This is an optimization exercise on Yosys and OpenROAD, whose aim is small area, not a production implementation.
In this exercise RTL edits were held to simulation tests only and were not proved equivalent to the original.
No activity file was given, so power comes from the tool's default toggle rates.

<file path="design/flow/config.mk">
export PLATFORM = sky130hd
export DESIGN_NAME = APP
export DESIGN_NICKNAME = APP
export VERILOG_FILES = /design/flow/design.v
export SDC_FILE = /design/flow/constraint.sdc
export NUM_CORES = 4
export LEC_CHECK = 0
export CAP_MARGIN = 20
export CORE_MARGIN = 2
export CORE_UTILIZATION = 50
export GPL_TIMING_DRIVEN = 0
export SLEW_MARGIN = 20
</file>
<file path="design/flow/constraint.sdc">
create_clock -name core_clock -period 10.0 [get_ports {CLK}]
set_input_delay 2.0000 -clock core_clock [delete_from_list [all_inputs] [get_ports {CLK}]]
set_output_delay 2.0000 -clock core_clock [all_outputs]
set_load 0.01 [all_outputs]
</file>
<file path="design/flow/design.v">
`timescale 1ns / 1ps
module APP (
  input CLK,
  input CLR,
  input CE,
  input BTN_FILL_FACTOR_INC,
  input BTN_FILL_FACTOR_DEC,
  input BTN_SEL_INC,
  input BTN_SEL_DEC,
  output [7:0] DISP_7SEG_DATA,
  output [7:0] DISP_7SEG_EN,
  output RGB_R_CH,
  output RGB_G_CH,
  output RGB_B_CH
);
  reg [6:0] pre;
  reg [9:0] cnt;
  wire tick = CE & (&pre);          
  wire tick_rgb = CE & pre[0];      
  wire [7:0] tp;
  wire [10:0] tc;
  assign tp[0] = CE;
  assign tc[0] = tick;
  genvar i;
  generate
    for (i = 0; i < 7; i = i + 1) begin : pre_chain
      assign tp[i+1] = tp[i] & pre[i];
    end
    for (i = 0; i < 10; i = i + 1) begin : cnt_chain
      assign tc[i+1] = tc[i] & cnt[i];
    end
  endgenerate
  always @(posedge CLK or posedge CLR) begin
    if (CLR) begin
      pre <= 7'd28;
      cnt <= 10'd16;
    end else begin
      pre <= (pre ^ tp[6:0]) | {2'b00, {3{tp[7]}}, 2'b00};
      cnt <= (cnt ^ tc[9:0]) | {5'b0, {2{tc[10]}}, 3'b0};
    end
  end
  wire [2:0] dig = cnt[2:0];
  wire blink = ~(cnt[9] & (|cnt[8:2]) & ~(&cnt[8:3]));
  wire init = ~|{cnt[9:5], cnt[3], cnt[0]};
  wire first = ~|{cnt[9:5], cnt[3:0]};
  wire start = first & ~tick;
  reg [10:0] ui, ud;
  wire ui_held = |ui[10:2];
  wire ud_held = |ud[10:2];
  wire ui_end = ui[10] & ui[8] & ui[7] & ui[6] & ui[5];    
  wire ud_end = ud[10] & ud[8] & ud[7] & ud[6] & ud[5];
  wire ui_up = tick & ((~ui_held & ui[1] & ui[0]) | ui_end);
  wire ud_up = tick & ((~ud_held & ud[1] & ud[0]) | ud_end);
  wire [11:0] ti, td;
  assign ti[0] = tick;
  assign td[0] = tick;
  generate
    for (i = 0; i < 11; i = i + 1) begin : rep_chain
      assign ti[i+1] = ti[i] & ui[i];
      assign td[i+1] = td[i] & ud[i];
    end
  endgenerate
  wire ui_ld = tick & ui_end;
  wire ud_ld = tick & ud_end;
  wire ui_clr = (tick & ~BTN_FILL_FACTOR_INC) | start;
  wire ud_clr = (tick & ~BTN_FILL_FACTOR_DEC) | start;
  always @(posedge CLK) begin
    begin
      ui <= {11{~ui_clr}} & (((ui ^ ti[10:0]) & ~{4'b0, {2{ui_ld}}, 5'b0}) | {6'b0, {2{ui_ld}}, 1'b0, ui_ld, 1'b0});
      ud <= {11{~ud_clr}} & (((ud ^ td[10:0]) & ~{4'b0, {2{ud_ld}}, 5'b0}) | {6'b0, {2{ud_ld}}, 1'b0, ud_ld, 1'b0});
    end
  end
  reg [2:0] d_si, d_sd;
  wire [2:0] n_si, n_sd;
  wire [1:0] nsel;
  wire _c00_;
  wire _c01_;
  wire _c02_;
  wire _c03_;
  wire _c04_;
  wire _c05_;
  wire _c06_;
  wire _c07_;
  wire _c08_;
  wire _c09_;
  wire _c10_;
  wire _c11_;
  wire _c12_;
  wire _c13_;
  wire _c14_;
  wire _c15_;
  assign _c00_ = (~(BTN_SEL_INC));
  assign _c01_ = (~(d_si[2]));
  assign _c02_ = (~(d_si[0]));
  assign _c03_ = (~(BTN_SEL_DEC));
  assign _c04_ = (~(d_sd[2]));
  assign _c05_ = (~(d_sd[0]));
  assign _c06_ = (~(BTN_SEL_INC)) | (~(tick));
  assign n_si[0] = (~(_c06_)&~(d_si[2])) | (~(_c02_)&~(tick));
  assign _c07_ = (~(tick)) | (~(BTN_SEL_DEC));
  assign n_sd[0] = (~(_c07_)&~(d_sd[2])) | (~(tick)&~(_c05_));
  assign _c08_ = (~(_c01_)) | (~(tick)) | (~(d_sd[2])) | (~(d_sd[0]));
  assign _c09_ = (~(_c04_)&~(d_sd[0])) | (~(d_si[2])) | (~(d_si[0])) | (~(tick));
  assign _c10_ = (~(_c08_)) | (~(_c09_));
  assign nsel[0] = ((sel[0])&~(_c10_)) | (~(sel[0])&(_c10_));
  assign _c11_ = (~(tick)&~(d_sd[1])) | (~(d_sd[0])&~(d_sd[1]));
  assign n_sd[1] = (~(tick)&~(_c11_)) | (~(_c03_)&~(_c11_));
  assign _c12_ = (~(_c08_)&~(sel[0])) | (~(_c09_)&(sel[0]));
  assign nsel[1] = ((sel[1])&~(_c12_)) | (~(sel[1])&(_c12_));
  assign _c13_ = (~(d_si[0])&~(d_si[1])) | (~(tick)&~(d_si[1]));
  assign n_si[1] = (~(_c00_)&~(_c13_)) | (~(tick)&~(_c13_));
  assign _c14_ = (~(tick)) | (~(BTN_SEL_DEC)) | (~(d_sd[1]));
  assign n_sd[2] = (~(tick)&~(_c04_)) | (~(_c14_));
  assign _c15_ = (~(BTN_SEL_INC)) | (~(tick)) | (~(d_si[1]));
  assign n_si[2] = (~(_c01_)&~(tick)) | (~(_c15_));
  reg [1:0] sel;
  always @(posedge CLK) begin
    d_si <= n_si & {3{~start}};
    d_sd <= n_sd & {3{~start}};
    sel <= nsel & {2{~start}};
  end
  wire si_held = d_si[2] & ~d_si[0];
  wire sd_held = d_sd[2] & ~d_sd[0];
  wire ff_inc = ui_up & ~ud_held;
  wire ff_dec = ud_up & ~ui_held;
  reg [7:0] ff_r, ff_g, ff_b;
  wire [7:0] cur = sel[1] ? (sel[0] ? ff_b : ff_g) : ff_r;
  wire [8:0] c;
  assign c[0] = ff_inc | ff_dec;
  generate
    for (i = 0; i < 8; i = i + 1) begin : chain
      assign c[i+1] = c[i] & ~(cur[i] ^ ff_inc);
    end
  endgenerate
  wire [7:0] nxt = cur ^ c[7:0];
  always @(posedge CLK) begin
    if (start) begin
      ff_r <= 8'd0;
      ff_g <= 8'd0;
      ff_b <= 8'd0;
    end else begin
      if (sel == 2'd1) ff_r <= nxt;
      if (sel == 2'd2) ff_g <= nxt;
      if (sel == 2'd3) ff_b <= nxt;
    end
  end
  reg [7:0] p;
  wire [8:0] tq;
  assign tq[0] = tick_rgb;
  generate
    for (i = 0; i < 8; i = i + 1) begin : pwm_chain
      assign tq[i+1] = tq[i] & p[i];
    end
  endgenerate
  always @(posedge CLK or posedge CLR) begin
    if (CLR)
      p <= 8'd1;
    else
      p <= (p ^ tq[7:0]) | {7'd0, tq[8]};
  end
  wire [8:0] cr, cg, cb;
  assign cr[0] = 1'b0;
  assign cg[0] = 1'b0;
  assign cb[0] = 1'b0;
  generate
    for (i = 0; i < 8; i = i + 1) begin : cmp
      assign cr[i+1] = (p[i] & ff_r[i]) | (cr[i] & (p[i] | ff_r[i]));
      assign cg[i+1] = (p[i] & ff_g[i]) | (cg[i] & (p[i] | ff_g[i]));
      assign cb[i+1] = (p[i] & ff_b[i]) | (cb[i] & (p[i] | ff_b[i]));
    end
  endgenerate
  assign RGB_R_CH = ~CLR & ~first & cr[8];
  assign RGB_G_CH = ~CLR & ~first & cg[8];
  assign RGB_B_CH = ~CLR & ~first & cb[8];
  assign DISP_7SEG_EN = {2'b11, ~({6{CE}} & {dig == 3'd6, dig == 3'd5, dig == 3'd4,
                                             dig == 3'd3, dig == 3'd2, dig == 3'd1})};
  reg [3:0] data;
  reg a_dp;
  wire [3:0] mux_data;
  wire mux_dp;
  wire _00_;
  wire _01_;
  wire _02_;
  wire _03_;
  wire _04_;
  wire _05_;
  wire _06_;
  wire _07_;
  wire _08_;
  wire _09_;
  wire _10_;
  wire _11_;
  wire _12_;
  wire _13_;
  wire _14_;
  wire _15_;
  wire _16_;
  wire _17_;
  wire _18_;
  wire _19_;
  wire _20_;
  wire _21_;
  wire _22_;
  wire _23_;
  wire _24_;
  wire _25_;
  wire _26_;
  wire _27_;
  wire _28_;
  wire _29_;
  assign _00_ = (~(cnt[0])&~(cnt[2])&(cnt[1]));
  assign _01_ = (~(cnt[0])&(cnt[2])&(cnt[1]));
  assign _02_ = (~(ff_b[6])&~(_01_)) | (~(ff_b[6])&~(ff_r[6])) | (~(_00_)&~(_01_)) | (~(_00_)&~(ff_r[6]));
  assign _03_ = (~(cnt[2])&~(cnt[1])&(cnt[0]));
  assign _04_ = (~(cnt[0])&~(cnt[1])&(cnt[2]));
  assign _05_ = (~(ff_b[2])&~(_04_)) | (~(ff_b[2])&~(ff_g[6])) | (~(_03_)&~(_04_)) | (~(_03_)&~(ff_g[6]));
  assign _06_ = (~(cnt[3])&~(cnt[6]));
  assign _07_ = (~(cnt[5])&~(cnt[8])&~(cnt[7])&~(cnt[2]));
  assign _08_ = (~(_06_)) | (~(_07_));
  assign _09_ = (~(cnt[0])&~(cnt[9])&~(cnt[1])&~(_08_));
  assign _10_ = (~(cnt[1])&(cnt[2])&(cnt[0]));
  assign _11_ = (~(cnt[2])&(cnt[1])&(cnt[0]));
  assign _12_ = (~(ff_r[2])&~(_11_)&~(_09_)) | (~(ff_r[2])&~(ff_g[2])&~(_09_)) | (~(_10_)&~(_11_)&~(_09_)) | (~(_10_)&~(ff_g[2])&~(_09_));
  assign mux_data[2] = (~(_02_)) | (~(_05_)) | (~(_12_));
  assign _13_ = (~(ff_b[5])&~(_04_)) | (~(ff_b[5])&~(ff_g[5])) | (~(_00_)&~(_04_)) | (~(_00_)&~(ff_g[5]));
  assign _14_ = (~(ff_b[1])&~(_11_)) | (~(ff_b[1])&~(ff_g[1])) | (~(_03_)&~(_11_)) | (~(_03_)&~(ff_g[1]));
  assign _15_ = (~(ff_r[5])&~(_10_)&~(_09_)) | (~(ff_r[5])&~(ff_r[1])&~(_09_)) | (~(_01_)&~(_10_)&~(_09_)) | (~(_01_)&~(ff_r[1])&~(_09_));
  assign mux_data[1] = (~(_13_)) | (~(_14_)) | (~(_15_));
  assign _16_ = (~(ff_g[4])&~(_10_)) | (~(ff_g[4])&~(ff_r[0])) | (~(_04_)&~(_10_)) | (~(_04_)&~(ff_r[0]));
  assign _17_ = (~(ff_b[4])&~(_03_)) | (~(ff_b[4])&~(ff_b[0])) | (~(_00_)&~(_03_)) | (~(_00_)&~(ff_b[0]));
  assign _18_ = (~(ff_r[4])&~(_11_)&~(_09_)) | (~(ff_r[4])&~(ff_g[0])&~(_09_)) | (~(_01_)&~(_11_)&~(_09_)) | (~(_01_)&~(ff_g[0])&~(_09_));
  assign mux_data[0] = (~(_16_)) | (~(_17_)) | (~(_18_));
  assign _19_ = (~(cnt[3])) | (~(cnt[6]));
  assign _20_ = (~(cnt[5])) | (~(cnt[8])) | (~(cnt[7])) | (~(cnt[4]));
  assign _21_ = (~(_19_)&~(_20_)) | (~(cnt[4])&~(_08_)) | (~(cnt[9]));
  assign _22_ = (~(sel[1])&~(_01_)&~(_10_));
  assign _23_ = (~(sel[0])&~(_04_)&~(_11_));
  assign _24_ = (~(sel[1])) | (~(sel[0]));
  assign _25_ = (~(_00_)&~(_03_)&~(_24_));
  assign _26_ = (~(_22_)&~(_23_)&~(_25_));
  assign mux_dp = (~(_21_)&~(_09_)) | (~(_26_)&~(_09_));
  assign _27_ = (~(ff_r[7])&~(_10_)) | (~(ff_r[7])&~(ff_r[3])) | (~(_01_)&~(_10_)) | (~(_01_)&~(ff_r[3]));
  assign _28_ = (~(ff_b[7])&~(_11_)) | (~(ff_b[7])&~(ff_g[3])) | (~(_00_)&~(_11_)) | (~(_00_)&~(ff_g[3]));
  assign _29_ = (~(ff_b[3])&~(_04_)&~(_09_)) | (~(ff_b[3])&~(ff_g[7])&~(_09_)) | (~(_03_)&~(_04_)&~(_09_)) | (~(_03_)&~(ff_g[7])&~(_09_));
  assign mux_data[3] = (~(_27_)) | (~(_28_)) | (~(_29_));
  always @(posedge CLK)
    {a_dp, data} <= {mux_dp, mux_data};
  wire [3:0] d = data;
  wire n02 = ~(d[0] & ~d[1]);
  wire n03 = ~((d[1] | d[2]) & d[0]);
  wire n04 = ~(d[2] & n02);
  wire n05 = ~((d[2] & n02) | n03);
  wire n06 = ~(d[3] & n04);
  wire n07 = ~((~d[0] & d[1] & n06) | n05);
  wire n08 = d[2] & ~d[1];
  wire n09 = ~(d[3] ^ n08);
  wire n10 = ~(d[0] | ~d[1] | d[2]);
  wire n11 = ~((d[3] | n10) & n06);
  wire n12 = ~((d[0] | n08) & ~d[3]);
  wire n13 = ~((d[3] & n04) | n03);
  wire [6:0] seg;
  assign seg[6] = n07 & n09;
  assign seg[5] = (d[0] | n10) & n09;
  assign seg[4] = ~((d[2] | n02) & n12);
  assign seg[3] = ~((~d[1] & n12) | ~n07);
  assign seg[2] = ~n11;
  assign seg[1] = ~((n07 & n11) | seg[5]);
  assign seg[0] = ~((n03 & n12) | n13);
  assign DISP_7SEG_DATA = {a_dp, seg};
endmodule
</file>
<file path="design/flow/flow/run.sh">
#!/bin/bash
# Standard ORFS layout with an area-oriented ABC mapping script (no adder
# extraction before it), small port
# buffers and a clock tree without dummy loads.
set -euo pipefail
HERE=$(pwd)
rm -rf "$HERE/scripts_local"
cp -r "$FLOW_HOME/scripts" "$HERE/scripts_local"
cp "$HERE/flow/abc_area.script" "$HERE/scripts_local/abc_area.script"
# Leave adders and counters to ABC instead of mapping them to half/full
# adder cells first (registers are not affected).
sed -i 's/^  extract_fa {\*}\[dont_use_extract_fa_args\]/  # extract_fa skipped/' "$HERE/scripts_local/synth.tcl"
grep -q "extract_fa skipped" "$HERE/scripts_local/synth.tcl"
bash standard.sh \
  SCRIPTS_DIR="$HERE/scripts_local" \
  ABC_AREA=1 \
  BUFFER_PORTS_ARGS="-buffer_cell sky130_fd_sc_hd__buf_1" \
  CTS_ARGS="-sink_clustering_enable -sink_clustering_size 100 -sink_clustering_max_diameter 500 -buf_list {sky130_fd_sc_hd__clkbuf_4 sky130_fd_sc_hd__clkbuf_8} -dont_use_dummy_load -repair_clock_nets" \
  finish > "$HERE/orfs_flow.log" 2>&1
</file>
<file path="design/flow/flow/abc_area.script">
strash
&get -n
&st
&dch -f
&nf -R 1000
&put
</file>
<file path="design/flow/standard.sh">
#!/bin/bash
# synth_recipe.tcl (not shown) runs the flow's synth.tcl, then flattens the netlist and writes it again
# the make line also repeats each setting of config.mk as NAME=value (left out here)
make -C /OpenROAD-flow-scripts/flow DESIGN_CONFIG=/design/flow/config.mk WORK_HOME=/design/flow/orfs CLKGATE_MAP_FILE= SYNTH_SCRIPT=/design/flow/synth_recipe.tcl "${@:-finish}"
</file>
==> results of run 1 <==
metrics by stage:
step | hold slack, ps | cells | power (W) | utilization, %
final | 491.3 | 590 | 0.0006617 | 55.65
after global routing | 517.6 | 590 | 0.0006977 | 55.65
after CTS | 489.0 | 590 | 0.0006657 | 55.65
after detailed placement | 474.9 | 581 | 0.0004796 | 54.04
after global placement | 455.6 | 580 | 0.0004770 | 53.97
after floorplan | 447.6 | 455 | 0.0004557 | -
worst max-delay path by stage:
stage	startpoint	endpoint	slack, ps	cells after the start
finish	CE	ff_g[7]	4000	15
global route	CE	ff_g[7]	3470	15
CTS	CE	ff_g[7]	3960	15
detailed placement	CE	ff_g[7]	3590	15
global placement	CE	ff_r[7]	3360	15
floorplan	CE	ff_g[7]	4690	14
per-layer routing:
metal / global-route usage, % / wire length [um] / vias to the layer above
met4: 7.843 / 105 / 0
met5: 0 / 0 / -
met1: 30.71 / 4364 / 1679
met3: 4.475 / 445 / 10
met2: 35.40 / 4173 / 73
li1: - / - / 1762
cells by family after synthesis:
family	after synthesis	synth area share, %
DFF	84	46.12
xor gates and xnor gates	35	7.798
other	1	0.09539
muxes	1	0.2546
and+or+nand+nor	154	19.19
AOI/OAI and AO/OA	169	25.30
buffers and inverters	10	1.241
flip-flops by register name, indices dropped and copies added (netlist names):
register / cells
p: 8
data: 4
ff_g: 8
cnt: 10
pre: 7
d_sd: 3
ff_b: 8
d_si: 3
ff_r: 8
a_dp: 1
ud: 11
ui: 11
sel: 2
cell usage in the layout (no fill, tap or decap), types with 4 or more instances in the layout:
cell type and n:
a21oi_1 66, dfxtp_1 59, o21ai_0 51, nand2_1 43, nor2_1 32, buf_1 23, xnor2_1 21, dfrtp_1 20
nor3_1 18, nand3_1 17, xor2_1 14, and3_1 13, a22oi_1 9, clkbuf_8 9, o22ai_1 8, clkinv_1 7
a31oi_1 6, a222oi_1 6, o22a_1 6, nor3b_1 5, dfstp_2 5, and4_1 4, nor4_1 4, and2_0 4
critical path: stages:
cell and delay [ps]:
buf_1 330, and3_1 320, and3_1 260, and3_1 230, and2_1 700, nand4_1 360, o21ai_0 210, nand2_1 280
o21ai_0 450, nand3_1 190, nor2_1 230, nand2_1 130, nor2_1 140, xor2_1 260, a21oi_1 100
where the power goes:
| part | leakage (nW) | switching (W) | internal [W] |
|---|---|---|---|
| registers | 0.791 | 0.0000393 | 0.000369 |
| logic | 0.685 | 0.0000355 | 0.0000304 |
| clock network | 0.0647 | 0.000107 | 0.0000807 |
| total | 1.54 | 0.000182 | 0.000480 |
layout make-up:
class	instances	area share (%)
multi-input combinational	361	48.46
sequential	84	42.38
tap	102	2.983
clock buffer	9	2.896
timing repair buffer	24	2.135
inverter	7	0.6142
buffer	3	0.5265
Yosys cell counts, types with 2 or more instances:
master	number
a211oi_1	3
a21o_1	3
a21oi_1	66
a221oi_1	3
a222oi_1	6
a22oi_1	9
a31oi_1	6
and2_0	5
and3_1	13
and3b_1	2
and4_1	4
buf_4	3
clkinv_1	7
dfrtp_1	20
dfstp_2	5
dfxtp_1	59
nand2_1	43
nand2b_1	3
nand3_1	17
nand4_1	3
nor2_1	32
nor2b_1	2
nor3_1	18
nor3b_1	5
nor4_1	4
o21a_1	2
o21ai_0	51
o221ai_1	2
o22a_1	6
o22ai_1	8
xnor2_1	21
xor2_1	14
==> summary.md, run 1 <==
| Metric | Value |
|---|---|
| Synth Instances | 454 |
| Initial DRC count | 202 |
| Min-delay src | d_si[1] |
| Reg2reg path depth | 14 |
| Area Growth Syn to Fin | 8.816% |
| Max Slew Vio Count | 0 |
| Number of remaining DRC errors | 0 |
| Worst Max-Slew Pin Slew | 994.8 ps |
| First-pass DRT Iterations | 8 |
| Number of gates resized after cts | 0 |
| VDD IR max | 0.00007621 V |
| Seq/Total Area, Yosys | 46.12% |
| Top_reg_cell synth | dfxtp_1 |
| DRT antenna net count | 0 |
| Share of flip-flops with an asynchronous set or reset | 29.76% |
| Core footprint | 7687 um^2 |
| Via count | 3524 |
| Synth Cell Area | 3931 um^2 |
| F_max | 0.1665 GHz |
| Critical Path RT | 10200 ps |
| N_diodes | 0 |
| CTS tree | done |
| Die ar. | 8588 um^2 |
| DR WL/cell | 15.40 um |
| Clock Latency Late Sink | 360 ps |
| Unrepaired setup endpoints after global routing | false |
| Die span in x | 92.67 um |
| Number of antenna violations at the first check in global routing | 0 |
| Placed Instance Area | 4154 um^2 |
| Synth cell types | 41 |
| Critical path peak fanout | 24 |
| Routability cong. | 0.8296 |
| Nets | 497 |
| Reg2reg start | pre[0] |
| Design area | 4278 um^2 |
| Setup CP Type | in -> reg |
| Max-cap viol count | 0 |
| Fraction of layout cells with a size suffix above 1 | 3.689% |
| Worst hold endpoint | d_si[2] |
| Fillers | 741 |
| Worst Setup Start Kind | input pin |
| Avg Inst Size Synth | 8.659 um^2 |
| Crit path setup slack, layout | 3995 ps |
| Pleak | 1.541 nW |
| Vias per inst | 5.973 |
| Share of the synthesized area in the top cell type | 30.04% |
| Crit end category | flop |
| PwrDens | 154.7 nW/um^2 |
| Register area | 1813 um^2 |
| Max Buffers Root-to-Sink | 2 |
| Number of global-route vias before repair | 3228 |
| Rows | 32 |
| Clock-pin transition on the worst setup and hold timing paths | 80 ps |
| Syn. warnings | 1 |
| # IOs | 26 |
| Total grt overflow | 0 |
| Period utilization | 60.05% |
| Reg2reg end | ff_g[7] |
| Port bufs | 23 |
| Worst Path Arrival | 6200 ps |
| Flops & latches, synth | 84 |
| Cts bufs inserted | 9 |
| Post-synth EDFFs | 0 |
| Largest area contributor in the synthesized netlist | dfxtp_1 |
| Worst hold path type | reg -> reg |
| Routed Wire Length | 9088 um |
| Area of the multi-input gates | 2073 um^2 |
| Synth top area cells | dfxtp_1, dfrtp_1, a21oi_1, o21ai_0, xnor2_1 |
| First-pass GRT wire length | 15350 um |
| H-tree levels | 3 |
| Setup TNS | 0 ps |
| R2R Setup Slk | 5620 ps |
| Slew margin rel. | 33.55% |
| Status | no timing/DRC/antenna violations |
| All-Layer GR Usage | 22.39% |
| Clock Tree Root | clkbuf_8 |
| Starting Density | 51.14% |
| Final Hold Fails | 0 |
| Setup Skew | 28.02 ps |
| Post-CTS Hold Fix Bufs | 0 |
| HPWL Detailed | 6327 um |
| Sink Count | 84 |
| Setup violations, final | 0 |
| Final min period | 6005 ps |
| Pre-CTS setup slack | 3591 ps |
| Die height | 92.67 um |
| Maximum number of pins on one net before global-route repair | 29 |
| Hold path depth | 2 |
| Setup bufs post-CTS | 0 |
==> run 2, diff against run 1 <==
==> design/flow/config.mk (replaced) <==
export PLATFORM = sky130hd
export DESIGN_NAME = APP
export DESIGN_NICKNAME = APP
export VERILOG_FILES = /design/flow/design.v
export SDC_FILE = /design/flow/constraint.sdc
export NUM_CORES = 4
export LEC_CHECK = 0
export CAP_MARGIN = 0
export CORE_MARGIN = 2
export CORE_UTILIZATION = 50
export GPL_TIMING_DRIVEN = 0
export SLEW_MARGIN = 0
==> run 2 against run 1 <==
Effect of this change:
- via count shrank 0.77%
- final cell count down 0.17%
- sequential share of layout area is essentially flat
- final area shrank 0.12%
- first-iteration DRC count grew 18%
- area after synthesis did not move
- wire length barely moved
- hold slack got worse by 6.4 ps
- die area stayed put
- sequential power barely moved
- register-to-register slack worse by 360 ps
- worst setup slack got worse by 350 ps
==> summary.md, run 2 <==
| Metric | Value |
|---|---|
| Total grt overflow | 0 (unchanged) |
| Cell with the most instances after synthesis | a21oi_1 (unchanged) |
| First-pass DRT Iterations | 6 (was 8) |
| Top delay family on crit path | simple AND/OR/NAND/NOR gates (unchanged) |
| DR WL/cell | 15.42 um (was 15.40 um) |
| Synth top area cells | dfxtp_1, dfrtp_1, a21oi_1, o21ai_0, xnor2_1 (unchanged) |
| VDD IR max | 0.00006100 V (was 0.00007621 V) |
| Hold path depth | 2 (unchanged) |
| Final Hold Fails | 0 (unchanged) |
| PwrDens | 154.1 nW/um^2 (was 154.7 nW/um^2) |
| Max-cap viol count | 0 (unchanged) |
| Sink Count | 84 (unchanged) |
| Die ar. | 8588 um^2 (unchanged) |
| Port bufs | 23 (unchanged) |
| Crit path setup slack, layout | 3646 ps (was 3995 ps) |
| Period utilization | 63.54% (was 60.05%) |
| Initial DRC count | 238 (was 202) |
| Clock share of power | 28.2% (was 28.4%) |
| F_max | 0.1574 GHz (was 0.1665 GHz) |
| Worst Max-Slew Pin Slew | 1186 ps (was 994.8 ps) |
| Die height | 92.67 um (unchanged) |
| Final Total Pwr | 0.0006584 W (was 0.0006617 W) |
| Core footprint | 7687 um^2 (unchanged) |
| Clock-pin transition on the worst setup and hold timing paths | 90 ps (was 80 ps) |
| DR top layer | met4 (unchanged) |
| Rows | 32 (unchanged) |
| Setup CP Type | in -> reg (unchanged) |
| Met1 WL | 4421 um (was 4364 um) |
| Routed Wire Length | 9080 um (was 9088 um) |
| Cell mode on critical path | and3_1 (unchanged) |
| Nets | 496 (was 497) |
| Internal power | 0.0004795 W (was 0.0004797 W) |
| Metal3 WL | 347 um (was 445 um) |
| Number of antenna violations at the first check in global routing | 0 (unchanged) |
| Critical Path RT | 10190 ps (was 10200 ps) |
| Pleak | 1.538 nW (was 1.541 nW) |
| # IOs | 26 (unchanged) |
| Post-CTS Hold Fix Bufs | 0 (unchanged) |
| CP Cell Sequence | buf_1 -> and3_1 -> and3_1 -> and3_1 -> and2_0 -> nand4_1 -> o21ai_0 -> nand2_1 -> o21ai_0 -> nand3_1 -> nor2_1 -> nand2_1 -> nor2_1 -> xor2_1 -> a21oi_1 (was buf_1 -> and3_1 -> and3_1 -> and3_1 -> and2_1 -> nand4_1 -> o21ai_0 -> nand2_1 -> o21ai_0 -> nand3_1 -> nor2_1 -> nand2_1 -> nor2_1 -> xor2_1 -> a21oi_1) |
| Area Growth Syn to Fin | 8.689% (was 8.816%) |
| Setup Skew | 30.57 ps (was 28.02 ps) |
| Max Slew Vio Count | 0 (unchanged) |
| Setup TNS | 0 ps (unchanged) |
| Unrepaired setup endpoints after global routing | false (unchanged) |
| Slowest cell on the critical path | and2_0 (was and2_1) |
| Critical path buffers and inverters | 1 (unchanged) |
| WHS | 484.9 ps (was 491.3 ps) |
| CP max stage delay | 930 ps (was 700 ps) |
| Share of flip-flops with an asynchronous set or reset | 29.76% (unchanged) |
| Starting Density | 51.14% (unchanged) |
| Pre-CTS setup slack | 3234 ps (was 3591 ps) |
| Reg2reg start | pre[0] (unchanged) |
| First-pass GRT wire length | 15330 um (was 15350 um) |
| Worst Setup Start Kind | input pin (unchanged) |
| Routability cong. | 0.8296 (unchanged) |
| DRT antenna net count | 0 (unchanged) |
| Worst Path Arrival | 6550 ps (was 6200 ps) |
| Cts bufs inserted | 9 (unchanged) |
| Synth Cell Area | 3931 um^2 (unchanged) |
| Via count | 3497 (was 3524) |
| Worst hold path type | reg -> reg (unchanged) |
| R2R Setup Slk | 5260 ps (was 5620 ps) |
| Top_reg_cell synth | dfxtp_1 (unchanged) |
| Sequential power share | 61.8% (was 61.6%) |
| Min-delay src | d_sd[1] (was d_si[1]) |
| Syn. warnings | 1 (unchanged) |
| Clock Latency Late Sink | 350 ps (was 360 ps) |
| Final min period | 6354 ps (was 6005 ps) |
| Vias per inst | 5.937 (was 5.973) |
| Crit end category | flop (unchanged) |
| Maximum number of pins on one net before global-route repair | 29 (unchanged) |
| Reg2reg end | ff_g[7] (unchanged) |
| Max Buffers Root-to-Sink | 2 (unchanged) |
| Post-synth EDFFs | 0 (unchanged) |
| Number of remaining DRC errors | 0 (unchanged) |
| Worst hold endpoint | d_sd[2] (was d_si[2]) |
| Most common cell after layout, fill and taps aside | a21oi_1 (unchanged) |
| Synth Instances | 454 (unchanged) |
| Reg2reg path depth | 14 (unchanged) |
| Avg Inst Size Synth | 8.659 um^2 (unchanged) |
| Most frequent cells in the layout | a21oi_1, dfxtp_1, o21ai_0 (unchanged) |
| Setup bufs post-CTS | 0 (unchanged) |
| Number of gates resized after cts | 0 (unchanged) |
| Die span in x | 92.67 um (unchanged) |
| All-Layer GR Usage | 22.23% (was 22.39%) |
| Largest area contributor in the synthesized netlist | dfxtp_1 (unchanged) |
| Met2 WL | 4212 um (was 4173 um) |
| Sw power | 0.0001789 W (was 0.0001821 W) |
| H-tree levels | 3 (unchanged) |
| Top Registers | ud x11, ui x11, cnt x10 (unchanged) |
| Number of global-route vias before repair | 3177 (was 3228) |
| Comb pwr share | 10.0% (about the same) |
| CTS tree | done (unchanged) |
| Share of the synthesized area in the top cell type | 30.04% (unchanged) |
| Commonest cells in the netlist | a21oi_1, dfxtp_1, o21ai_0, nand2_1, nor2_1 (unchanged) |
| Fraction of layout cells with a size suffix above 1 | 3.491% (was 3.689%) |
| Sw Share | 27.18% (was 27.51%) |
| Status | no timing/DRC/antenna violations (unchanged) |
| Seq/Total Area, Yosys | 46.12% (unchanged) |
| Clock Tree Root | clkbuf_8 (unchanged) |
| N_diodes | 0 (unchanged) |
| Synth cell types | 41 (unchanged) |
| Critical path peak fanout | 24 (unchanged) |
| Flops & latches, synth | 84 (unchanged) |
| Slew margin rel. | 20.89% (was 33.55%) |
| Setup violations, final | 0 (unchanged) |
| HPWL Detailed | 6278 um (was 6327 um) |
[run 2: cell counts after synthesis]
No cell type changed its count.
[run 2: final cells by class]
cell class	instances	area, um^2
tap	102	127.6
inverter	7	26.28
sequential	84	1813
buffer	3	22.52
timing repair buffer	23	86.33
fill	738	3415
multi-input combinational	361	2073
clock buffer	9	123.9
[run 2: per-layer routing]
metal	vias to the layer above	GRT usage, %
li1	1756	-
met1	1664	30.27
met2	69	36.25
met3	8	3.499
met4	0	7.475
met5	-	0
[run 2: power groups by stage]
stage	registers, W	clock network [W]	logic [W]
floorplan	0.000403	0	0.0000529
global placement	0.000412	0	0.0000646
detailed placement	0.000413	0	0.0000664
CTS	0.000406	0.000192	0.0000667
global route	0.000413	0.000204	0.0000768
finish	0.000407	0.000186	0.0000660
[run 2: worst max path at each step]
stage | end | start | slack, ps | cells after the start
4_1_cts | ff_g[7] | CE | 3610 | 15
3_3_place_gp | ff_r[7] | CE | 3360 | 15
3_5_place_dp | ff_g[7] | CE | 3230 | 15
2_1_floorplan | ff_g[7] | CE | 4690 | 14
5_1_grt | ff_g[7] | CE | 3020 | 15
6_report | ff_g[7] | CE | 3650 | 15
[run 2: through the flow]
step,instance area (um^2),cells,util (%)
after floorplan,3935,455,-
after global placement,4149,580,53.97
after detailed placement,4149,580,53.97
after CTS,4273,589,55.58
after global routing,4273,589,55.58
final,4273,589,55.58
[run 2: logic make-up after synthesis]
| logic type | count (synthesis) | synth area share [%] |
|---|---|---|
| flops | 84 | 46.12 |
| other cells | 1 | 0.09539 |
| simple gates | 154 | 19.19 |
| compound gates | 169 | 25.30 |
| mux | 1 | 0.2546 |
| buf+inv | 10 | 1.241 |
| xor+xnor | 35 | 7.798 |
[run 2: tightest hold or removal path: stages (launching register included)]
cell	delay (ps)
dfxtp_1	330
nand3_1	60
a21oi_1	60
==> run 3, diff against run 2 <==
--- a/design/flow/flow/run.sh
+++ b/design/flow/flow/run.sh
@@ -15,5 +15,6 @@
   SCRIPTS_DIR="$HERE/scripts_local" \
   ABC_AREA=1 \
   BUFFER_PORTS_ARGS="-buffer_cell sky130_fd_sc_hd__buf_1" \
+  MIN_BUF_CELL_AND_PORTS="sky130_fd_sc_hd__buf_1 A X" \
   CTS_ARGS="-sink_clustering_enable -sink_clustering_size 100 -sink_clustering_max_diameter 500 -buf_list {sky130_fd_sc_hd__clkbuf_4 sky130_fd_sc_hd__clkbuf_8} -dont_use_dummy_load -repair_clock_nets" \
   finish > "$HERE/orfs_flow.log" 2>&1
==> design/flow/config.mk (replaced) <==
export PLATFORM = sky130hd
export DESIGN_NAME = APP
export DESIGN_NICKNAME = APP
export VERILOG_FILES = /design/flow/design.v
export SDC_FILE = /design/flow/constraint.sdc
export NUM_CORES = 4
export LEC_CHECK = 0
export CAP_MARGIN = 20
export CORE_MARGIN = 2
export CORE_UTILIZATION = 50
export GPL_TIMING_DRIVEN = 0
export SLEW_MARGIN = 20
==> run 3 against run 2 <==
Effect of this change:
- first-iteration DRC count down 16%
- sequential power about the same
- maximum frequency up 8.3%
- area after synthesis down 0.29%
- hold slack worse by 9.2 ps
- final area unchanged
- still clean on timing, DRC and antenna
- combinational power about the same
- final cell count up 0.17%
- wire length down 0.55%
- total power about the same
- count of clock-buffer cells in the layout unchanged
- synthesized cell count unchanged
==> summary.md, run 3 <==
| Metric | Value |
|---|---|
| Number of global-route vias before repair | 3196 (was 3177) |
| Final Total Pwr | 0.0006589 W (was 0.0006584 W) |
| Period utilization | 58.66% (was 63.54%) |
| VDD IR max | 0.00006933 V (was 0.00006100 V) |
| Clock Latency Late Sink | 360 ps (was 350 ps) |
| Rows | 32 (unchanged) |
| Synth Instances | 454 (unchanged) |
| Final min period | 5866 ps (was 6354 ps) |
| Setup bufs post-CTS | 0 (unchanged) |
| Share of flip-flops with an asynchronous set or reset | 29.76% (unchanged) |
| Routed Wire Length | 9030 um (was 9080 um) |
| CP max stage delay | 480 ps (was 930 ps) |
| Core footprint | 7647 um^2 (was 7687 um^2) |
| Worst Path Arrival | 6070 ps (was 6550 ps) |
| Setup CP Type | in -> reg (unchanged) |
| Top Registers | ud x11, ui x11, cnt x10 (unchanged) |
| Critical path peak fanout | 15 (was 24) |
| Max Buffers Root-to-Sink | 2 (unchanged) |
| Status | no timing/DRC/antenna violations (unchanged) |
| Syn. warnings | 1 (unchanged) |
| Final Core Density | 55.87% (was 55.58%) |
| Vias per inst | 5.915 (was 5.937) |
| Top delay family on crit path | simple AND/OR/NAND/NOR gates (unchanged) |
| Largest area contributor in the synthesized netlist | dfxtp_1 (unchanged) |
| Worst Max-Slew Pin Slew | 1022 ps (was 1186 ps) |
| N_diodes | 0 (unchanged) |
| Via count | 3490 (was 3497) |
| CP Cell Sequence | buf_1 -> and3_1 -> and3_1 -> and3_1 -> and2_0 -> buf_6 -> nand4_1 -> o21ai_0 -> nand2_1 -> o21ai_0 -> nand3_1 -> nor2_1 -> nand2_1 -> nor2_1 -> xor2_1 -> a21oi_1 (was buf_1 -> and3_1 -> and3_1 -> and3_1 -> and2_0 -> nand4_1 -> o21ai_0 -> nand2_1 -> o21ai_0 -> nand3_1 -> nor2_1 -> nand2_1 -> nor2_1 -> xor2_1 -> a21oi_1) |
| Avg Inst Size Synth | 8.634 um^2 (was 8.659 um^2) |
| Die ar. | 8565 um^2 (was 8588 um^2) |
| Max Slew Vio Count | 0 (unchanged) |
| Slew margin rel. | 31.65% (was 20.89%) |
| Critical path buffers and inverters | 2 (was 1) |
| Synth top area cells | dfxtp_1, dfrtp_1, a21oi_1, o21ai_0, xnor2_1 (unchanged) |
| Crit end category | flop (unchanged) |
| Share of the synthesized area in the top cell type | 30.13% (was 30.04%) |
| Most frequent cells in the layout | a21oi_1, dfxtp_1, o21ai_0 (unchanged) |
| PwrDens | 154.2 nW/um^2 (was 154.1 nW/um^2) |
| Number of gates resized after cts | 0 (unchanged) |
| First-pass DRT Iterations | 5 (was 6) |
| Sink Count | 84 (unchanged) |
| Cell mode on critical path | and3_1 (unchanged) |
| Port bufs | 23 (unchanged) |
| Top_reg_cell synth | dfxtp_1 (unchanged) |
| Clock-pin transition on the worst setup and hold timing paths | 80 ps (was 90 ps) |
| Post-Place Cells | 581 (was 580) |
| H-tree levels | 3 (unchanged) |
| First-pass GRT wire length | 15280 um (was 15330 um) |
| Initial DRC count | 199 (was 238) |
| Setup violations, final | 0 (unchanged) |
| Area Growth Syn to Fin | 9.001% (was 8.689%) |
| Most common cell after layout, fill and taps aside | a21oi_1 (unchanged) |
| Crit path setup slack, layout | 4134 ps (was 3646 ps) |
| Clock Tree Root | clkbuf_8 (unchanged) |
| Slowest cell on the critical path | and2_0 (unchanged) |
| Setup Skew | 23.94 ps (was 30.57 ps) |
| Max-cap viol count | 0 (unchanged) |
| Final Hold Fails | 0 (unchanged) |
| HPWL Detailed | 6331 um (was 6278 um) |
| # IOs | 26 (unchanged) |
| Post-synth EDFFs | 0 (unchanged) |
| Worst hold path type | reg -> reg (unchanged) |
| Total grt overflow | 0 (unchanged) |
| Post-CTS Hold Fix Bufs | 0 (unchanged) |
| Synth Cell Area | 3920 um^2 (was 3931 um^2) |
| DRT antenna net count | 0 (unchanged) |
| All-Layer GR Usage | 22.29% (was 22.23%) |
| Setup TNS | 0 ps (unchanged) |
| Final std cells w/o fill | 590 (was 589) |
| Worst Setup Start Kind | input pin (unchanged) |
| R2R Setup Slk | 5770 ps (was 5260 ps) |
| F_max | 0.1705 GHz (was 0.1574 GHz) |
| Starting Density | 51.26% (was 51.14%) |
| Number of remaining DRC errors | 0 (unchanged) |
| Routability cong. | 0.8300 (was 0.8296) |
| Cts bufs inserted | 9 (unchanged) |
| Seq/Total Area, Yosys | 46.25% (was 46.12%) |
| Die span in x | 92.55 um (was 92.67 um) |
| Maximum number of pins on one net before global-route repair | 29 (unchanged) |
| Commonest cells in the netlist | a21oi_1, dfxtp_1, o21ai_0, nand2_1, nor2_1 (unchanged) |
| Nets | 497 (was 496) |
| Pre-CTS setup slack | 3779 ps (was 3234 ps) |
| DR WL/cell | 15.31 um (was 15.42 um) |
| Number of antenna violations at the first check in global routing | 0 (unchanged) |
| Cell with the most instances after synthesis | a21oi_1 (unchanged) |
| Pleak | 1.534 nW (was 1.538 nW) |
| Fraction of layout cells with a size suffix above 1 | 3.074% (was 3.491%) |
| Die height | 92.55 um (was 92.67 um) |
| Synth cell types | 41 (unchanged) |
| CTS tree | done (unchanged) |
| Unrepaired setup endpoints after global routing | false (unchanged) |
| Flops & latches, synth | 84 (unchanged) |
| Critical Path RT | 10200 ps (was 10190 ps) |
run 3: final timing paths:
path / end / from / cells past startpoint
worst max-delay path: ff_r[7] / CE / 16
worst min-delay path: d_si[2] / d_si[1] / 2
worst max register to register: ff_r[7] / pre[0] / 15
worst min register to register: d_si[2] / d_si[1] / 2
max in group asynchronous: cnt[3] / CLR / 2
min in group asynchronous: pre[6] / CLR / 2
run 3: per-layer routing:
metal,wire [um],share of wire (%),global-route usage [%]
met2,4108,45,34.98
met1,4398,49,30.68
met3,336,3.7,3.906
met5,0,0,0
met4,186,2.1,8.831
run 3: tightest hold or removal path, cell delays in order (launching register included):
cell,delay (ps)
dfxtp_1,320
nand3_1,60
a21oi_1,60
run 3: through the flow:
stage / hold slack, ps / area [um^2]
3_5_place_dp: 463.4 / 4149
4_1_cts: 474.9 / 4273
6_report: 475.7 / 4273
3_3_place_gp: 460.1 / 4138
2_1_floorplan: 447.6 / 3924
5_1_grt: 517.1 / 4273
run 3: where the power goes:
part / internal (W) / switching, W / total [W]
clock network: 0.0000805 / 0.000104 / 0.000185
registers: 0.000369 / 0.0000395 / 0.000408
logic: 0.0000298 / 0.0000362 / 0.0000660
run 3: cells by family (layout without fill, tap and decap cells):
| group | Yosys count | in the layout | synth area share, % |
|---|---|---|---|
| compound gates | 169 | 169 | 25.38 |
| simple gates | 154 | 154 | 19.25 |
| flops | 84 | 84 | 46.25 |
| xor+xnor | 35 | 35 | 7.820 |
| buf+inv | 10 | 43 | 0.9577 |
| other cells | 1 | 2 | 0.09566 |
| mux | 1 | 1 | 0.2554 |
run 3: area by class of cell:
class / count / area (um^2)
buffer: 3 / 11.26
clock buffer: 9 / 123.9
fill: 725 / 3374
inverter: 7 / 26.28
multi-input combinational: 361 / 2073
sequential: 84 / 1813
tap: 102 / 127.6
timing repair buffer: 24 / 97.59
==> run 4, diff against run 3 <==
--- a/design/flow/flow/run.sh
+++ b/design/flow/flow/run.sh
@@ -15,6 +15,5 @@
   SCRIPTS_DIR="$HERE/scripts_local" \
   ABC_AREA=1 \
   BUFFER_PORTS_ARGS="-buffer_cell sky130_fd_sc_hd__buf_1" \
-  MIN_BUF_CELL_AND_PORTS="sky130_fd_sc_hd__buf_1 A X" \
   CTS_ARGS="-sink_clustering_enable -sink_clustering_size 100 -sink_clustering_max_diameter 500 -buf_list {sky130_fd_sc_hd__clkbuf_4 sky130_fd_sc_hd__clkbuf_8} -dont_use_dummy_load -repair_clock_nets" \
   finish > "$HERE/orfs_flow.log" 2>&1
--- a/design/flow/config.mk
+++ b/design/flow/config.mk
@@ -8,5 +8,4 @@
 export CAP_MARGIN = 20
 export CORE_MARGIN = 2
 export CORE_UTILIZATION = 50
-export GPL_TIMING_DRIVEN = 0
 export SLEW_MARGIN = 20
==> run 4 against run 3 <==
Effect of this change:
- still clean
- sequential share of layout area down 0.074 points
- register-to-register slack better by 400 ps
- final cell count stayed put
- area after synthesis increased by 0.29%
- die area increased by 0.27%
- global-route usage hardly changed
- via count decreased by 0.20%
- non-clock buffer count stayed put
- utilization fell by 0.19 points
- critical endpoint unchanged
- largest power group unchanged
==> summary.md, run 4 <==
| Metric | Value |
|---|---|
| Worst Setup Start Kind | input pin (unchanged) |
| Die ar. | 8588 um^2 (was 8565 um^2) |
| Setup TNS | 0 ps (unchanged) |
| Fillers | 733 (was 725) |
| Die span in x | 92.67 um (was 92.55 um) |
| Clock Tree Root | clkbuf_8 (unchanged) |
| Unrepaired setup endpoints after global routing | false (unchanged) |
| Area Growth Syn to Fin | 8.880% (was 9.001%) |
| # IOs | 26 (unchanged) |
| Number of global-route vias before repair | 3097 (was 3196) |
| Cell with the most instances after synthesis | a21oi_1 (unchanged) |
| Routed Wire Length | 9010 um (was 9030 um) |
| Status | no timing/DRC/antenna violations (unchanged) |
| Pleak | 1.545 nW (was 1.534 nW) |
| Sink Count | 84 (unchanged) |
| Crit end category | flop (unchanged) |
| H-tree levels | 3 (unchanged) |
| Top delay family on crit path | simple AND/OR/NAND/NOR gates (unchanged) |
| Post-CTS Hold Fix Bufs | 0 (unchanged) |
| CTS tree | done (unchanged) |
| Pre-CTS setup slack | 4210 ps (was 3779 ps) |
| Period utilization | 54.54% (was 58.66%) |
| Setup CP Type | in -> reg (unchanged) |
| Number of gates resized after cts | 0 (unchanged) |
| Number of antenna violations at the first check in global routing | 0 (unchanged) |
| Reg2reg path depth | 15 (unchanged) |
| CP max stage delay | 410 ps (was 480 ps) |
| Crit path setup slack, layout | 4546 ps (was 4134 ps) |
| Clock Latency Late Sink | 340 ps (was 360 ps) |
| Synth Cell Area | 3931 um^2 (was 3920 um^2) |
| Critical Path RT | 10180 ps (was 10200 ps) |
| N_diodes | 0 (unchanged) |
| F_max | 0.1833 GHz (was 0.1705 GHz) |
| Fraction of layout cells with a size suffix above 1 | 3.689% (was 3.074%) |
| Commonest cells in the netlist | a21oi_1, dfxtp_1, o21ai_0, nand2_1, nor2_1 (unchanged) |
| Routability cong. | 0.8257 (was 0.8300) |
| Port bufs | 23 (unchanged) |
| WP depth | 16 (unchanged) |
| Via count | 3483 (was 3490) |
| Post-synth EDFFs | 0 (unchanged) |
| Die height | 92.67 um (was 92.55 um) |
| Avg Inst Size Synth | 8.659 um^2 (was 8.634 um^2) |
| First-pass GRT wire length | 15320 um (was 15280 um) |
| Syn. warnings | 1 (unchanged) |
| Placed Instance Area | 4156 um^2 (was 4149 um^2) |
| PwrDens | 152.9 nW/um^2 (was 154.2 nW/um^2) |
| Final min period | 5454 ps (was 5866 ps) |
| First-pass DRT Iterations | 6 (was 5) |
| Clock-pin transition on the worst setup and hold timing paths | 80 ps (about the same) |
| Nets | 497 (unchanged) |
| Core footprint | 7687 um^2 (was 7647 um^2) |
| Share of the synthesized area in the top cell type | 30.04% (was 30.13%) |
| Slowest cell on the critical path | o21ai_0 (was and2_0) |
| Largest area contributor in the synthesized netlist | dfxtp_1 (unchanged) |
| DRT antenna net count | 0 (unchanged) |
| Area of the multi-input gates | 2073 um^2 (unchanged) |
| Synth Instances | 454 (unchanged) |
| Most frequent cells in the layout | a21oi_1, dfxtp_1, o21ai_0 (unchanged) |
| Starting Density | 51.14% (was 51.26%) |
| Initial DRC count | 294 (was 199) |
| Critical path buffers and inverters | 2 (unchanged) |
| All-Layer GR Usage | 22.27% (was 22.29%) |
| Top Registers | ud x11, ui x11, cnt x10 (unchanged) |
| Hold path depth | 2 (unchanged) |
| CP Cell Sequence | buf_1 -> and3_1 -> and3_1 -> and3_1 -> and2_0 -> buf_4 -> nand4_1 -> o21ai_0 -> nand2_1 -> o21ai_0 -> nand3_1 -> nor2_1 -> nand2_1 -> nor2_1 -> xor2_1 -> a21oi_1 (was buf_1 -> and3_1 -> and3_1 -> and3_1 -> and2_0 -> buf_6 -> nand4_1 -> o21ai_0 -> nand2_1 -> o21ai_0 -> nand3_1 -> nor2_1 -> nand2_1 -> nor2_1 -> xor2_1 -> a21oi_1) |
| Synth cell types | 41 (unchanged) |
| Worst Max-Slew Pin Slew | 967.1 ps (was 1022 ps) |
| DR WL/cell | 15.27 um (was 15.31 um) |
| Setup Skew | 26.31 ps (was 23.94 ps) |
| Cts bufs inserted | 9 (unchanged) |
| VDD IR max | 0.00005769 V (was 0.00006933 V) |
| Max Buffers Root-to-Sink | 2 (unchanged) |
| Total grt overflow | 0 (unchanged) |
| Number of remaining DRC errors | 0 (unchanged) |
| Worst hold path type | reg -> reg (unchanged) |
| Design area | 4280 um^2 (was 4273 um^2) |
| Setup violations, final | 0 (unchanged) |
| Max-cap viol count | 0 (unchanged) |
| Final Hold Fails | 0 (unchanged) |
| Rows | 32 (unchanged) |
| Flops & latches, synth | 84 (unchanged) |
| Critical path peak fanout | 24 (was 15) |
| Cell mode on critical path | and3_1 (unchanged) |
| Synth top area cells | dfxtp_1, dfrtp_1, a21oi_1, o21ai_0, xnor2_1 (unchanged) |
| Max Slew Vio Count | 0 (unchanged) |
| Setup bufs post-CTS | 0 (unchanged) |
| HPWL Detailed | 6452 um (was 6331 um) |
| Seq/Total Area, Yosys | 46.12% (was 46.25%) |
| Maximum number of pins on one net before global-route repair | 29 (unchanged) |
| Register area | 1813 um^2 (unchanged) |
| Vias per inst | 5.903 (was 5.915) |
| Top_reg_cell synth | dfxtp_1 (unchanged) |
| Most common cell after layout, fill and taps aside | a21oi_1 (unchanged) |
| Share of flip-flops with an asynchronous set or reset | 29.76% (unchanged) |
| Slew margin rel. | 35.40% (was 31.65%) |
| Worst Path Arrival | 5640 ps (was 6070 ps) |
run 4: stage by stage:
| stage | hold slack, ps | util [%] | instances | power, W |
|---|---|---|---|---|
| floorplan | 447.6 | - | 455 | 0.0004557 |
| global placement | 462.9 | 54.07 | 581 | 0.0004776 |
| detailed placement | 475.1 | 54.07 | 581 | 0.0004793 |
| CTS | 487.8 | 55.68 | 590 | 0.0006614 |
| global route | 505.7 | 55.68 | 590 | 0.0006924 |
| finish | 476.9 | 55.68 | 590 | 0.0006545 |
run 4: routing by layer:
layer,global-route usage [%],up-vias,part of all wire (%),wire (um)
li1,-,1757,-,-
met1,33.45,1608,49,4455
met2,32.48,103,43,3888
met3,3.173,15,5.9,531
met4,8.333,0,1.5,135
met5,0,-,0,0
run 4: layout make-up:
class	count	share of cell area (%)
sequential	84	42.36
multi-input combinational	361	48.44
timing repair buffer	27	2.719
inverter	7	0.6139
tap	102	2.982
clock buffer	9	2.894
run 4: kinds of logic (layout without fill, tap and decap cells):
| logic type | after synthesis | count (layout) | share of synthesized area (%) |
|---|---|---|---|
| other cells | 1 | 2 | 0.09539 |
| buf+inv | 10 | 43 | 1.241 |
| simple gates | 154 | 154 | 19.19 |
| flops | 84 | 84 | 46.12 |
| compound gates | 169 | 169 | 25.30 |
| xor+xnor | 35 | 35 | 7.798 |
| mux | 1 | 1 | 0.2546 |
run 4: where the power goes:
group	switching, W	leakage (nW)	internal, W	total (W)
registers	0.0000397	0.791	0.000369	0.000408
logic	0.0000357	0.689	0.0000299	0.0000655
clock network	0.000100	0.0647	0.0000805	0.000181
total	0.000175	1.54	0.000479	0.000655
run 4: path summary, 6_finish.rpt:
check | to | slack [ps] | startpoint
min | d_sd[2] | 480 | d_sd[1]
min in group asynchronous | cnt[3] | 1760 | CLR
max | ff_r[7] | 4550 | CE
max in group asynchronous | pre[0] | 7810 | CLR
max reg2reg | ff_r[7] | 6170 | pre[0]
min reg2reg | d_sd[2] | 480 | d_sd[1]
run 4: worst reg2reg max path: stages (launching register included):
cell and delay, ps:
dfrtp_1 410, and3_1 270, and3_1 260, and3_1 240, and2_0 150, buf_4 250
nand4_1 270, o21ai_0 180, nand2_1 260, o21ai_0 410, nand3_1 170, nor2_1 220
nand2_1 120, nor2_1 140, xor2_1 240, a21oi_1 100
==> run 5, diff against run 4 <==
--- a/design/flow/flow/run.sh
+++ b/design/flow/flow/run.sh
@@ -1,7 +1,8 @@
 #!/bin/bash
 # Standard ORFS layout with an area-oriented ABC mapping script (no adder
 # extraction before it), small port
-# buffers and a clock tree without dummy loads.
+# buffers (also for synthesis pass-through buffers) and a clock tree
+# without dummy loads.
 set -euo pipefail
 HERE=$(pwd)
 rm -rf "$HERE/scripts_local"
@@ -15,5 +16,6 @@
   SCRIPTS_DIR="$HERE/scripts_local" \
   ABC_AREA=1 \
   BUFFER_PORTS_ARGS="-buffer_cell sky130_fd_sc_hd__buf_1" \
+  MIN_BUF_CELL_AND_PORTS="sky130_fd_sc_hd__buf_1 A X" \
   CTS_ARGS="-sink_clustering_enable -sink_clustering_size 100 -sink_clustering_max_diameter 500 -buf_list {sky130_fd_sc_hd__clkbuf_4 sky130_fd_sc_hd__clkbuf_8} -dont_use_dummy_load -repair_clock_nets" \
   finish > "$HERE/orfs_flow.log" 2>&1
==> design/flow/config.mk (replaced) <==
export PLATFORM = sky130hd
export DESIGN_NAME = APP
export DESIGN_NICKNAME = APP
export VERILOG_FILES = /design/flow/design.v
export SDC_FILE = /design/flow/constraint.sdc
export NUM_CORES = 4
export LEC_CHECK = 0
export CAP_MARGIN = 0
export CORE_MARGIN = 2
export CORE_UTILIZATION = 50
export GPL_TIMING_DRIVEN = 0
export SLEW_MARGIN = 0
==> run 5 against run 4 <==
Effect of this change:
- highest routed layer unchanged
- clock skew shrank 2.4 ps
- wire length is 0.74% lower
- sequential power about the same
- die area shrank 0.27%
- via count about the same
- clock power is 2% higher
- hold slack lost 8.7 ps
==> summary.md, run 5 <==
| Metric | Value |
|---|---|
| Register area | 1813 um^2 (unchanged) |
| Setup CP Type | in -> reg (unchanged) |
| Number of remaining DRC errors | 0 (unchanged) |
| Setup TNS | 0 ps (unchanged) |
| Pleak | 1.528 nW (was 1.545 nW) |
| Initial DRC count | 226 (was 294) |
| Largest area contributor in the synthesized netlist | dfxtp_1 (unchanged) |
| Max Buffers Root-to-Sink | 2 (unchanged) |
| Rows | 32 (unchanged) |
| Final std cells w/o fill | 589 (was 590) |
| WP depth | 15 (was 16) |
| Fraction of layout cells with a size suffix above 1 | 2.875% (was 3.689%) |
| Synth Instances | 454 (unchanged) |
| Reg2reg start | pre[0] (unchanged) |
| H-tree levels | 3 (unchanged) |
| Commonest cells in the netlist | a21oi_1, dfxtp_1, o21ai_0, nand2_1, nor2_1 (unchanged) |
| Die ar. | 8565 um^2 (was 8588 um^2) |
| Setup violations, final | 0 (unchanged) |
| DRT antenna net count | 0 (unchanged) |
| N_diodes | 0 (unchanged) |
| Period utilization | 62.63% (was 54.54%) |
| Critical Path RT | 10210 ps (was 10180 ps) |
| Top delay family on crit path | simple AND/OR/NAND/NOR gates (unchanged) |
| Synth top area cells | dfxtp_1, dfrtp_1, a21oi_1, o21ai_0, xnor2_1 (unchanged) |
| Die span in x | 92.55 um (was 92.67 um) |
| Number of antenna violations at the first check in global routing | 0 (unchanged) |
| Worst hold endpoint | d_si[2] (was d_sd[2]) |
| Worst hold path type | reg -> reg (unchanged) |
| R2R Setup Slk | 5360 ps (was 6170 ps) |
| DR WL/cell | 15.18 um (was 15.27 um) |
| CP max stage delay | 940 ps (was 410 ps) |
| Syn. warnings | 1 (unchanged) |
| Clock Latency Late Sink | 360 ps (was 340 ps) |
| Reg2reg path depth | 14 (was 15) |
| Post-synth EDFFs | 0 (unchanged) |
| Synth cell types | 41 (unchanged) |
| Via count | 3484 (was 3483) |
| Worst Path Arrival | 6470 ps (was 5640 ps) |
| PwrDens | 154.3 nW/um^2 (was 152.9 nW/um^2) |
| Top_reg_cell synth | dfxtp_1 (unchanged) |
| Starting Density | 51.26% (was 51.14%) |
| Slew margin rel. | 20.23% (was 35.40%) |
| Top Registers | ud x11, ui x11, cnt x10 (unchanged) |
| Final min period | 6263 ps (was 5454 ps) |
| # IOs | 26 (unchanged) |
| Area of the multi-input gates | 2073 um^2 (unchanged) |
| Clock-pin transition on the worst setup and hold timing paths | 80 ps (about the same) |
| Core footprint | 7647 um^2 (was 7687 um^2) |
| Post-Place Cells | 580 (was 581) |
| Critical path startpoint | CE (unchanged) |
| Share of flip-flops with an asynchronous set or reset | 29.76% (unchanged) |
| Hold path depth | 2 (unchanged) |
| Setup Skew | 23.92 ps (was 26.31 ps) |
| Cell with the most instances after synthesis | a21oi_1 (unchanged) |
| Area Growth Syn to Fin | 8.714% (was 8.880%) |
| Worst Setup Start Kind | input pin (unchanged) |
| VDD IR max | 0.00005738 V (was 0.00005769 V) |
| Final Hold Fails | 0 (unchanged) |
| Maximum number of pins on one net before global-route repair | 29 (unchanged) |
| Share of the synthesized area in the top cell type | 30.13% (was 30.04%) |
| Total grt overflow | 0 (unchanged) |
| Flops & latches, synth | 84 (unchanged) |
| Max Slew Vio Count | 0 (unchanged) |
| Cell mode on critical path | and3_1 (unchanged) |
| Setup bufs post-CTS | 0 (unchanged) |
| Crit end category | flop (unchanged) |
| Avg Inst Size Synth | 8.634 um^2 (was 8.659 um^2) |
| Max-cap viol count | 0 (unchanged) |
| Post-CTS Hold Fix Bufs | 0 (unchanged) |
| Cts bufs inserted | 9 (unchanged) |
| F_max | 0.1597 GHz (was 0.1833 GHz) |
| Sink Count | 84 (unchanged) |
| Port bufs | 23 (unchanged) |
| First-pass DRT Iterations | 4 (was 6) |
| Most common cell after layout, fill and taps aside | a21oi_1 (unchanged) |
| Critical path peak fanout | 24 (unchanged) |
| HPWL Detailed | 6312 um (was 6452 um) |
| Unrepaired setup endpoints after global routing | false (unchanged) |
| Slowest cell on the critical path | and2_0 (was o21ai_0) |
| Die height | 92.55 um (was 92.67 um) |
| Reg2reg end | ff_r[7] (unchanged) |
| CTS tree | done (unchanged) |
| Fillers | 727 (was 733) |
| Number of global-route vias before repair | 3160 (was 3097) |
| First-pass GRT wire length | 15070 um (was 15320 um) |
| Number of gates resized after cts | 0 (unchanged) |
| Critical path buffers and inverters | 1 (was 2) |
| Synth Cell Area | 3920 um^2 (was 3931 um^2) |
| All-Layer GR Usage | 22.09% (was 22.27%) |
| Min-delay src | d_si[1] (was d_sd[1]) |
| Nets | 496 (was 497) |
| Routability cong. | 0.8300 (was 0.8257) |
| Most frequent cells in the layout | a21oi_1, dfxtp_1, o21ai_0 (unchanged) |
| Routed Wire Length | 8943 um (was 9010 um) |
| CP Cell Sequence | buf_1 -> and3_1 -> and3_1 -> and3_1 -> and2_0 -> nand4_1 -> o21ai_0 -> nand2_1 -> o21ai_0 -> nand3_1 -> nor2_1 -> nand2_1 -> nor2_1 -> xor2_1 -> a21oi_1 (was buf_1 -> and3_1 -> and3_1 -> and3_1 -> and2_0 -> buf_4 -> nand4_1 -> o21ai_0 -> nand2_1 -> o21ai_0 -> nand3_1 -> nor2_1 -> nand2_1 -> nor2_1 -> xor2_1 -> a21oi_1) |
| Worst Max-Slew Pin Slew | 1196 ps (was 967.1 ps) |
| Seq/Total Area, Yosys | 46.25% (was 46.12%) |
| Vias per inst | 5.915 (was 5.903) |
| Status | no timing/DRC/antenna violations (unchanged) |
| Clock Tree Root | clkbuf_8 (unchanged) |
run 5: changes by cell type after synthesis:
cell,previous run,this run
buf_1,0,3
buf_4,3,0
run 5: tightest hold or removal path: cells and delay by family (launching register included):
family / cells / cell delay (ps)
AOI/OAI and AO/OA: 1 / 50
DFF: 1 / 310
and+or+nand+nor: 1 / 60
run 5: worst max path at each step:
stage / end / slack, ps
floorplan: ff_g[7] / 4690
global placement: ff_r[7] / 3390
detailed placement: ff_g[7] / 3340
CTS: ff_g[7] / 3720
global route: ff_r[7] / 3170
finish: ff_r[7] / 3740
run 5: cell type report:
cell class / instances / area share [%]
repair buffers: 23 / 2.026
clock buffers: 9 / 2.907
inverters: 7 / 0.6166
multi-input cells: 361 / 48.65
well taps: 102 / 2.995
plain buffers: 3 / 0.2642
flip-flops and latches: 84 / 42.54
run 5: through the flow:
step	area [um^2]	setup slack, ps	total power [W]	hold WS (ps)	util (%)
detailed placement	4138	3343	0.0004787	463.2	54.11
CTS	4262	3722	0.0006643	474.7	55.73
floorplan	3924	4689	0.0004551	447.6	-
global route	4262	3165	0.0006929	515.0	55.73
global placement	4138	3394	0.0004765	460.1	54.11
finish	4262	3737	0.0006575	468.2	55.73
run 5: report_power, final:
part	switching [W]	total [W]	internal (W)
sequential	0.0000379	0.000407	0.000369
clock	0.000105	0.000185	0.0000805
combinational	0.0000359	0.0000657	0.0000298
total	0.000179	0.000657	0.000479
run 5: cells by family after synthesis:
group / share of synthesized area [%]
buffers and inverters: 0.9577
XOR/XNOR: 7.820
multiplexers: 0.2554
flip-flops: 46.25
other: 0.09566
AO/OA/AOI/OAI: 25.38
AND/OR/NAND/NOR: 19.25
run 5: routing by layer:
metal / vias to the layer above / part of all wire [%] / GRT usage (%)
met2: 81 / 46 / 35.71
met1: 1637 / 47 / 29.53
met5: - / 0 / 0
li1: 1756 / - / -
met4: 0 / 1.3 / 7.338
met3: 10 / 5.3 / 4.719

separate check: timing with driven ports:
Ports are ideal in the flow. The routed layouts listed here were re-timed in OpenROAD.
Step 1, drivers: a clkbuf_16 drives CLK and a buf_2 each remaining input, both assumed.
Step 2, shift: input delay + t, output delay - t, t = (earliest + latest rising clock arrival at the registers) / 2. This alone moves slack from input paths to output paths.
Slacks: ideal ports / drivers / drivers and shift; pairs: ideal ports / drivers.
run | t (ns) | setup WS [ns] | worst setup path at the end | worst register clock-pin slew, ns
run 1 | 0.378 | 3.995 / 4.003 / 3.625 | input to register | 0.10 / 0.10
run 2 | 0.373 | 3.646 / 3.655 / 3.282 | input to register | 0.09 / 0.09
run 3 | 0.378 | 4.134 / 4.145 / 3.767 | input to register | 0.09 / 0.09
run 4 | 0.362 | 4.546 / 4.556 / 4.194 | input to register | 0.08 / 0.08
run 5 | 0.379 | 3.737 / 3.743 / 3.364 | input to register | 0.09 / 0.09
After both steps setup and hold are still met in every run listed. The setup slack of run 5, which loses most, moves by +0.006 ns with the drivers and by -0.373 ns with both steps.
